This is an optimization exercise on Yosys and OpenROAD, whose aim is small area and a short achievable clock period, not a production implementation.
RTL that was checked went through simulation tests only; none was proved equivalent to the original.
The flow treats the clock pin as an ideal source, which a real chip does not have.
No activity file was given, so power comes from the tool's default toggle rates.

== the baseline ==
==> flow/design.v <==
module Lowpass(input clk, input rst, input en, input [15:0] in, output [15:0] out);
	reg [15:0] ff [31:0];
	reg [15:0] acc;
	reg [4:0]  cnt;
	reg        full;
	wire [15:0] old = full ? ff[31] : 16'b0;
	assign out = en ? {6'b0, acc[15:6]} : 16'b0;
	integer i;
	always @(posedge clk) begin
		if (en) begin
			ff[0] <= in;
			for (i = 1; i < 32; i = i + 1)
				ff[i] <= ff[i-1];
		end
	end
	always @(posedge clk or posedge rst) begin
		if (rst) begin
			acc  <= 16'b0;
			cnt  <= 5'b0;
			full <= 1'b0;
		end else if (en) begin
			acc <= acc + in + ~old + 16'd1;
			cnt <= cnt + 5'd1;
			if (cnt == 5'd31)
				full <= 1'b1;
		end
	end
endmodule
clock: 10.0 ns
lec_check: 0
cap_margin: 20
core_margin: 2
core_utilization: 60
cts_buf_list: sky130_fd_sc_hd__clkbuf_16
cts_cluster_diameter: 100
cts_cluster_size: 30
setup_slack_margin: 5
slew_margin: 20
standard.sh (not shown) runs the stock make flow with config.mk's settings and CLKGATE_MAP_FILE= SYNTH_SCRIPT=/design/flow/synth_recipe.tcl, a recipe that flattens the netlist after the stock synthesis.
==> flow/flow/run.sh <==
#!/bin/bash
# The standard layout, with a larger setup margin for timing repair, stronger
# port buffers, and flow/fix_en.tcl run before CTS (see that file).
# make's output goes to flow_make.log; each step's log is under orfs/logs.
set -euo pipefail
bash standard.sh SETUP_SLACK_MARGIN=6 "BUFFER_PORTS_ARGS=-buffer_cell sky130_fd_sc_hd__buf_2" \
  "PRE_CTS_TCL=$PWD/flow/fix_en.tcl" FIX_EN_BUF=sky130_fd_sc_hd__buf_4 FIX_EN_INV=sky130_fd_sc_hd__inv_4 \
  finish > flow_make.log 2>&1
Other scripts of this flow, unchanged in this note and not shown: flow/flow/fix_en.tcl
The baseline went all the way through the flow, and no timing, DRC or antenna check failed.
Inputs modified between the baseline and the candidate:
==> flow/design.v <==
module Lowpass(input clk, input rst, input en, input [15:0] in, output [15:0] out);
	reg [15:0] ff [31:0];
	reg [15:0] acc;
	reg [4:0]  cnt;
	reg        full;
	wire [15:0] ina = in & {16{en}};
	wire [15:0] old = ff[31] & {16{en & full}};
	assign out = en ? {6'b0, acc[15:6]} : 16'b0;
	integer i;
	always @(posedge clk) begin
		if (en) begin
			ff[0] <= in;
			for (i = 1; i < 32; i = i + 1)
				ff[i] <= ff[i-1];
		end
	end
	always @(posedge clk or posedge rst) begin
		if (rst) begin
			acc  <= 16'b0;
			cnt  <= 5'b0;
			full <= 1'b0;
		end else begin
			acc <= acc + ina + ~old + 16'd1;
			if (en) begin
				cnt <= cnt + 5'd1;
				if (cnt == 5'd31)
					full <= 1'b1;
			end
		end
	end
endmodule
[summary]
No run among the candidate and the baseline stopped early or left any final violation; all are clean.
| number of instances in the synthesized netlist | lower: the candidate |
Compared the candidate vs the baseline, and synthesis-to-layout area growth is up in the candidate.
Diff the baseline -> the candidate: compound-gate portion of the synthesized area barely changed; largest stage delay on the critical path climbed 0.02 ns; placed cell area barely changed; die area dropped about 0.8%.
The candidate falls short of the baseline in worst setup slack.
The lower total power of the candidate and the baseline is in the baseline.
Relative to the baseline, combinational cell fraction of total power increased by 7.3 points in the candidate.
The RTL of the candidate was laid out without a check of its function.

Lowpass with an RTL version that a note above also has.
Size: roughly 720 cells after synthesis, roughly 530 flip-flops, roughly 35 I/O pins, ~17,000 um^2 of cells after synthesis.
==> module Lowpass, before the edit <==
module Lowpass(input clk, input rst, input en, input [15:0] in, output [15:0] out);
	reg [15:0] ff [31:0];
	reg [15:0] acc;
	reg [4:0]  cnt;
	reg        full;
	wire [15:0] ina = in & {16{en}};
	wire [15:0] old = ff[31] & {16{en & full}};
	assign out = en ? {6'b0, acc[15:6]} : 16'b0;
	integer i;
	always @(posedge clk) begin
		if (en) begin
			ff[0] <= in;
			for (i = 1; i < 32; i = i + 1)
				ff[i] <= ff[i-1];
		end
	end
	always @(posedge clk or posedge rst) begin
		if (rst) begin
			acc  <= 16'b0;
			cnt  <= 5'b0;
			full <= 1'b0;
		end else begin
			acc <= acc + ina + ~old + 16'd1;
			if (en) begin
				cnt <= cnt + 5'd1;
				if (cnt == 5'd31)
					full <= 1'b1;
			end
		end
	end
endmodule
==> flow/config.mk <==
export PLATFORM = sky130hd
export DESIGN_NAME = Lowpass
export DESIGN_NICKNAME = Lowpass
export VERILOG_FILES = /design/flow/design.v
export SDC_FILE = /design/flow/constraint.sdc
export NUM_CORES = 4
export LEC_CHECK = 0
export CAP_MARGIN = 20
export CORE_MARGIN = 2
export CORE_UTILIZATION = 60
export CTS_BUF_LIST = sky130_fd_sc_hd__clkbuf_16
export CTS_CLUSTER_DIAMETER = 100
export CTS_CLUSTER_SIZE = 30
export SETUP_SLACK_MARGIN = 5
export SLEW_MARGIN = 20
==> flow/constraint.sdc <==
create_clock -name core_clock -period 10.0 [get_ports {clk}]
set_input_delay 2.0000 -clock core_clock [delete_from_list [all_inputs] [get_ports {clk}]]
set_output_delay 2.0000 -clock core_clock [all_outputs]
set_load 0.01 [all_outputs]
==> flow/flow/run.sh <==
#!/bin/bash
# The standard layout, with a larger setup margin for timing repair, stronger
# port buffers, the en and out pins placed together (flow/pins.tcl), and
# flow/fix_en.tcl run before CTS and after CTS's timing repair (see that
# file); the repair after global routing is skipped so that it keeps that
# structure. make's output goes to flow_make.log; each step's log is under
# orfs/logs.
set -euo pipefail
bash standard.sh SETUP_SLACK_MARGIN=5.65 "BUFFER_PORTS_ARGS=-buffer_cell sky130_fd_sc_hd__buf_2" \
  "PRE_IO_PLACEMENT_TCL=$PWD/flow/pins.tcl" \
  "PRE_CTS_TCL=$PWD/flow/fix_en.tcl" "POST_CTS_TCL=$PWD/flow/fix_en.tcl" SKIP_INCREMENTAL_REPAIR=1 \
  FIX_EN_BUF=sky130_fd_sc_hd__buf_4 FIX_EN_INV=sky130_fd_sc_hd__inv_4 \
  finish > flow_make.log 2>&1
Other scripts of this flow, unchanged in this note and not shown: flow/flow/fix_en.tcl, flow/flow/pins.tcl
The starting point finished with timing, DRC and antenna clean.
Rerun with:
==> flow/design.v (replaced) <==
module Lowpass(input clk, input rst, input en, input [15:0] in, output [15:0] out);
	reg [15:0] ff [31:0];
	reg [15:0] acc;
	reg [4:0]  cnt;
	reg        full;
	wire [15:0] old = full ? ff[31] : 16'b0;
	assign out = en ? {6'b0, acc[15:6]} : 16'b0;
	integer i;
	always @(posedge clk) begin
		if (en) begin
			ff[0] <= in;
			for (i = 1; i < 32; i = i + 1)
				ff[i] <= ff[i-1];
		end
	end
	always @(posedge clk or posedge rst) begin
		if (rst) begin
			acc  <= 16'b0;
			cnt  <= 5'b0;
			full <= 1'b0;
		end else if (en) begin
			acc <= acc + in + ~old + 16'd1;
			cnt <= cnt + 5'd1;
			if (cnt == 5'd31)
				full <= 1'b1;
		end
	end
endmodule
=> The changed run ran to the end with no violations. Register-to-register slack gets worse by 0.50 ns. Wire length drops slightly. Setup slack gets better by 0.042 ns. Worst hold slack gets worse by 0.0038 ns. Total power climbs slightly. Global-route usage barely changes. Utilization drops by 0.16 points. Sequential share of layout area drops by 0.25 points. Synthesized area climbs slightly.
No functional check of the RTL was part of the first run of this note.

## re-timing with driven ports
The results above use ideal ports. As a check the final layouts listed here were re-extracted and re-timed, cells and wires unchanged.
Step 1: set_driving_cell puts a clkbuf_16 on clk and a buf_2 on each other input, an assumption about the parent block.
Step 2 adds t to the input delays and takes it off the output delays; t is the mean of the earliest and latest rising clock arrival at the registers after step 1. Input paths then give back, and output paths get back, about the clock's delay inside the block.
a / b / c = ideal / step 1 / step 2; a / b = the first two.
run	t, ns	slack for setup (ns)	hold WS [ns]	worst setup path after step 2	pins driven straight from the clock port
the baseline	0.583	5.588 / 5.391 / 5.391	0.407 / 0.407 / 0.407	input to output	1
the candidate	0.583	5.469 / 5.410 / 5.094	0.412 / 0.412 / 0.412	input to register	1
the first run of note 2	0.581	5.598 / 5.503 / 4.923	0.422 / 0.422 / 0.422	input to register	1
the second run of note 2	0.583	5.640 / 5.538 / 5.060	0.418 / 0.418 / 0.418	input to register	1
After both steps every run listed still meets setup and hold. The setup slack of the first run of note 2, which loses most, moves by -0.095 ns with the drivers and by -0.675 ns with both steps.
